Source: an optimization exercise on an open RTL-to-GDS flow (aim: small area). Production flows keep margins and buffers that such runs may drop.
The RTL was checked by simulation tests, not by an equivalence proof against the original design.

== before ==
==> module top_module, before the edit <==
module top_module(
    input main_clk,
    input rst,
    input btn_up, btn_dwn,
    output [6:0] leds,
    output [1:0] segment,
    output out_pulse
);
    reg [11:0] up_d;
    reg up_s, up_o;
    wire up_diff = btn_up ^ up_s;
    wire up_lim = ~up_d[0] & ~up_d[1] & ~up_d[3] & up_d[4] & up_d[6] & ~up_d[8] & up_d[9] & up_d[10] & ~up_d[11];
    wire up_flip = up_diff & up_lim;
    wire up_sn = up_s ^ up_flip;
    always @(posedge main_clk) begin
        if (rst | up_flip) up_d <= 12'b000000000001;
        else if (up_diff) up_d <= {up_d[10:0], ~(up_d[10] ^ up_d[11])};
    end
    reg [11:0] dn_d;
    reg dn_s, dn_o;
    wire dn_diff = btn_dwn ^ dn_s;
    wire dn_lim = ~dn_d[0] & ~dn_d[1] & ~dn_d[3] & dn_d[4] & dn_d[6] & ~dn_d[8] & dn_d[9] & dn_d[10] & ~dn_d[11];
    wire dn_flip = dn_diff & dn_lim;
    wire dn_sn = dn_s ^ dn_flip;
    always @(posedge main_clk) begin
        if (rst | dn_flip) dn_d <= 12'b000000000001;
        else if (dn_diff) dn_d <= {dn_d[10:0], ~(dn_d[10] ^ dn_d[11])};
    end
    reg [3:0] pt, pu;
    reg si, sd;
    wire plus = si & ~sd;
    wire minus = sd & ~si;
    wire pu9 = pu[3] & pu[0];
    wire pu0 = (pu == 4'd0);
    wire [3:0] nu = plus ? (pu9 ? 4'd0 : pu + 4'd1) : minus ? (pu0 ? 4'd9 : pu - 4'd1) : pu;
    wire [3:0] nt = (plus & pu9) ? pt + 4'd1 : (minus & pu0) ? pt - 4'd1 : pt;
    wire at_max = nt[3] & nt[0] & nu[3] & nu[0];
    wire at_one = (nt == 4'd0) & (nu == 4'd1);
    wire inc = up_sn & ~up_o & ~at_max;
    wire up_on = up_sn & (up_o | ~at_max);
    wire dn_lock = at_one & ~inc;
    wire dec = dn_sn & ~dn_o & ~dn_lock;
    wire dn_on = dn_sn & (dn_o | ~dn_lock);
    reg toggle;
    always @(posedge main_clk) begin
        if (rst) begin
            up_s <= 1'b0; dn_s <= 1'b0; up_o <= 1'b0; dn_o <= 1'b0;
            pt <= 4'd0; pu <= 4'd0; si <= 1'b1; sd <= 1'b0;
            toggle <= 1'b0;
        end else begin
            up_s <= up_sn; dn_s <= dn_sn; up_o <= up_on; dn_o <= dn_on;
            pt <= nt; pu <= nu; si <= inc; sd <= dec;
            toggle <= ~toggle;
        end
    end
    wire [23:0] thr;
    thr_table u_thr (.n({nt, nu}), .thr(thr));
    reg [23:0] c;
    reg pulse;
    wire [24:0] ge;      
    wire [24:0] cy;      
    wire [23:0] c1;
    assign ge[0] = 1'b1;
    assign cy[0] = 1'b1;
    genvar i;
    generate for (i = 0; i < 24; i = i + 1) begin : g
        assign ge[i+1] = (c[i] & ~thr[i]) | (~(c[i] ^ thr[i]) & ge[i]);
        assign c1[i] = c[i] ^ cy[i];
        assign cy[i+1] = c[i] & cy[i];
    end endgenerate
    wire wrap = ge[24];
    always @(posedge main_clk) begin
        if (rst | wrap) c <= 24'd0;
        else c <= c1;
        if (rst) pulse <= 1'b0;
        else if (wrap) pulse <= ~pulse;
    end
    assign out_pulse = pulse;
    wire [3:0] d = toggle ? pt : pu;
    wire [6:0] seg;
    assign seg[6] = ~((~d[3] & ~d[2] & ~d[1]) | (d[2] & d[1] & d[0]));
    assign seg[5] = d[3] | (d[2] & ~d[1]) | (d[2] & ~d[0]) | (~d[1] & ~d[0]);
    assign seg[4] = ~((d[2] & ~d[1]) | d[0]);
    assign seg[3] = d[3] | (~d[2] & d[1]) | (~d[2] & ~d[0]) | (d[2] & ~d[1] & d[0]) | (d[1] & ~d[0]);
    assign seg[2] = d[2] | ~d[1] | d[0];
    assign seg[1] = ~d[2] | (~d[1] & ~d[0]) | (d[1] & d[0]);
    assign seg[0] = d[3] | (~d[2] & ~d[0]) | (d[2] & d[0]) | d[1];
    assign leds = seg;
    assign segment = {~toggle, toggle};
endmodule
Settings: LEC_CHECK=0, CAP_MARGIN=10, CELL_PAD_IN_SITES_DETAIL_PLACEMENT=1, CELL_PAD_IN_SITES_GLOBAL_PLACEMENT=1, CORE_MARGIN=2, CORE_UTILIZATION=45, GPL_TIMING_DRIVEN=0, PLACE_DENSITY=0.5, SLEW_MARGIN=10; clock period 80.0 ns.
standard.sh (not shown) runs the stock make flow with config.mk's settings and CLKGATE_MAP_FILE= SYNTH_SCRIPT=/design/flow/synth_recipe.tcl, a recipe that flattens the netlist after the stock synthesis.
==> flow/flow/run.sh <==
#!/bin/bash
# Own layout flow: the standard flow (standard.sh, ORFS) with these changes:
#  - synthesis runs four times in parallel, each mapping the combinational logic with ABC's
#    &deepsyn (random seed 1..4, flow/abc_own.script) instead of ORFS's ABC script and
#    without Yosys's full/half-adder extraction; the run with the smallest cell area is
#    kept and the layout continues from it. Registers are mapped by the standard
#    synthesis unchanged (same cells and names);
#  - port buffers are sky130_fd_sc_hd__buf_1 (every input and output still gets one);
#  - CTS builds its tree from clkbuf_8 only and inserts no dummy loads.
# Each tool's log is in orfs/logs/ (and orfs_s<seed>/logs/ for the synthesis runs);
# make's output is in own_flow.log and synth_s<seed>.log.
set -euo pipefail
W=$(pwd)
EXTRA="'BUFFER_PORTS_ARGS=-buffer_cell sky130_fd_sc_hd__buf_1' 'CTS_ARGS=-sink_clustering_enable -repair_clock_nets -dont_use_dummy_load -buf_list sky130_fd_sc_hd__clkbuf_8'"
for s in 1 2 3 4; do
  sed "s/@SEED@/$s/" flow/abc_own.script > "$W/abc_own_s$s.script"
  cat > "$W/own_synth_s$s.tcl" <<EOT
proc abc {args} {
  set i [lsearch -exact \$args -script]
  if {\$i >= 0} { set args [lreplace \$args [expr {\$i+1}] [expr {\$i+1}] $W/abc_own_s$s.script] }
  yosys abc {*}\$args
}
proc extract_fa {args} { }
source $W/synth_recipe.tcl
EOT
  sed -E "s#SYNTH_SCRIPT=[^ ]*synth_recipe.tcl'?#SYNTH_SCRIPT=$W/own_synth_s$s.tcl $EXTRA#; s#WORK_HOME=[^ ]*#WORK_HOME=$W/orfs_s$s#" standard.sh > "own_standard_s$s.sh"
  grep -q "own_synth_s$s.tcl" "own_standard_s$s.sh"
  (bash "own_standard_s$s.sh" synth > "$W/synth_s$s.log" 2>&1 || true) &
done
wait
best=""; bestarea=""
for s in 1 2 3 4; do
  f="$W/orfs_s$s/reports/sky130hd/top_module/base/synth_stat.txt"
  [[ -f "$f" && -f "$W/orfs_s$s/results/sky130hd/top_module/base/1_synth.odb" ]] || continue
  a=$(grep -o "Chip area for module '\\\\top_module': [0-9.]*" "$f" | awk '{print $NF}')
  echo "seed $s: synthesis area $a"
  if [[ -z "$best" ]] || awk "BEGIN{exit !($a < $bestarea)}"; then best=$s; bestarea=$a; fi
done
[[ -n "$best" ]]
echo "using seed $best ($bestarea)"
rm -rf "$W/orfs"
cp -a "$W/orfs_s$best" "$W/orfs"
sed -E "s#SYNTH_SCRIPT=[^ ]*synth_recipe.tcl'?#SYNTH_SCRIPT=$W/own_synth_s$best.tcl $EXTRA#" standard.sh > own_standard.sh
grep -q "own_synth_s$best.tcl" own_standard.sh
bash own_standard.sh > "$W/own_flow.log" 2>&1
==> flow/flow/abc_own.script <==
strash
&get -n
&deepsyn -T 450 -S @SEED@
&dch -f
&nf -R 1000
&put
topo
## Diff of input files: after against before
diff --git a/flow/design.v b/flow/design.v
--- a/flow/design.v
+++ b/flow/design.v
@@ -593,15 +593,15 @@
     end
     reg [3:0] pt, pu;
     reg si, sd;
     wire plus = si & ~sd;
     wire minus = sd & ~si;
-    wire pu9 = pu[3] & pu[0];
+    wire pu9 = (pu == 4'd9);
     wire pu0 = (pu == 4'd0);
     wire [3:0] nu = plus ? (pu9 ? 4'd0 : pu + 4'd1) : minus ? (pu0 ? 4'd9 : pu - 4'd1) : pu;
     wire [3:0] nt = (plus & pu9) ? pt + 4'd1 : (minus & pu0) ? pt - 4'd1 : pt;
-    wire at_max = nt[3] & nt[0] & nu[3] & nu[0];
+    wire at_max = (nt == 4'd9) & (nu == 4'd9);
     wire at_one = (nt == 4'd0) & (nu == 4'd1);
     wire inc = up_sn & ~up_o & ~at_max;
     wire up_on = up_sn & (up_o | ~at_max);
     wire dn_lock = at_one & ~inc;
     wire dec = dn_sn & ~dn_o & ~dn_lock;
--- outcome ---
The half-perimeter wire length of the detailed placement result in after sits about 4% below the value recorded for before. Diff before -> after: data arrival at the endpoint of the critical path +0.06 ns; final critical-path setup slack went down 0.060 ns. Clock latency reported for the late side of the worst-skew pair ends up higher on before. Design area down about 0.46% in after wrt before. Comparing after and before, proportion of synthesized area in mux cells is lower on after.

port drivers added, routing unchanged:
No port has a modelled driver above. Below, the same layouts with a new extraction and two added sets of constraints.
Step 1 (the two cells are an assumption about what drives the block):
set clk [get_ports {main_clk}]
set_driving_cell -lib_cell sky130_fd_sc_hd__clkbuf_16 $clk
set_driving_cell -lib_cell sky130_fd_sc_hd__buf_2 [delete_from_list [all_inputs] $clk]
Step 2 also shifts input and output timing later by t, the mid clock arrival at the registers, as if the neighbouring blocks saw the same clock.
Three values: ideal, step 1, step 2; two values: the first two.
| run | t, ns | setup slack, ns | worst hold slack (ns) | worst setup path at the end | slew at the worst register clock pin (ns) |
|---|---|---|---|---|---|
| before | 0.374 | 61.837 / 61.802 / 62.177 | 0.433 / 0.433 / 0.433 | register to output | 0.09 / 0.09 |
| after | 0.361 | 61.777 / 61.744 / 62.105 | 0.415 / 0.415 / 0.415 | register to output | 0.08 / 0.08 |
After both steps every run listed still meets setup and hold.
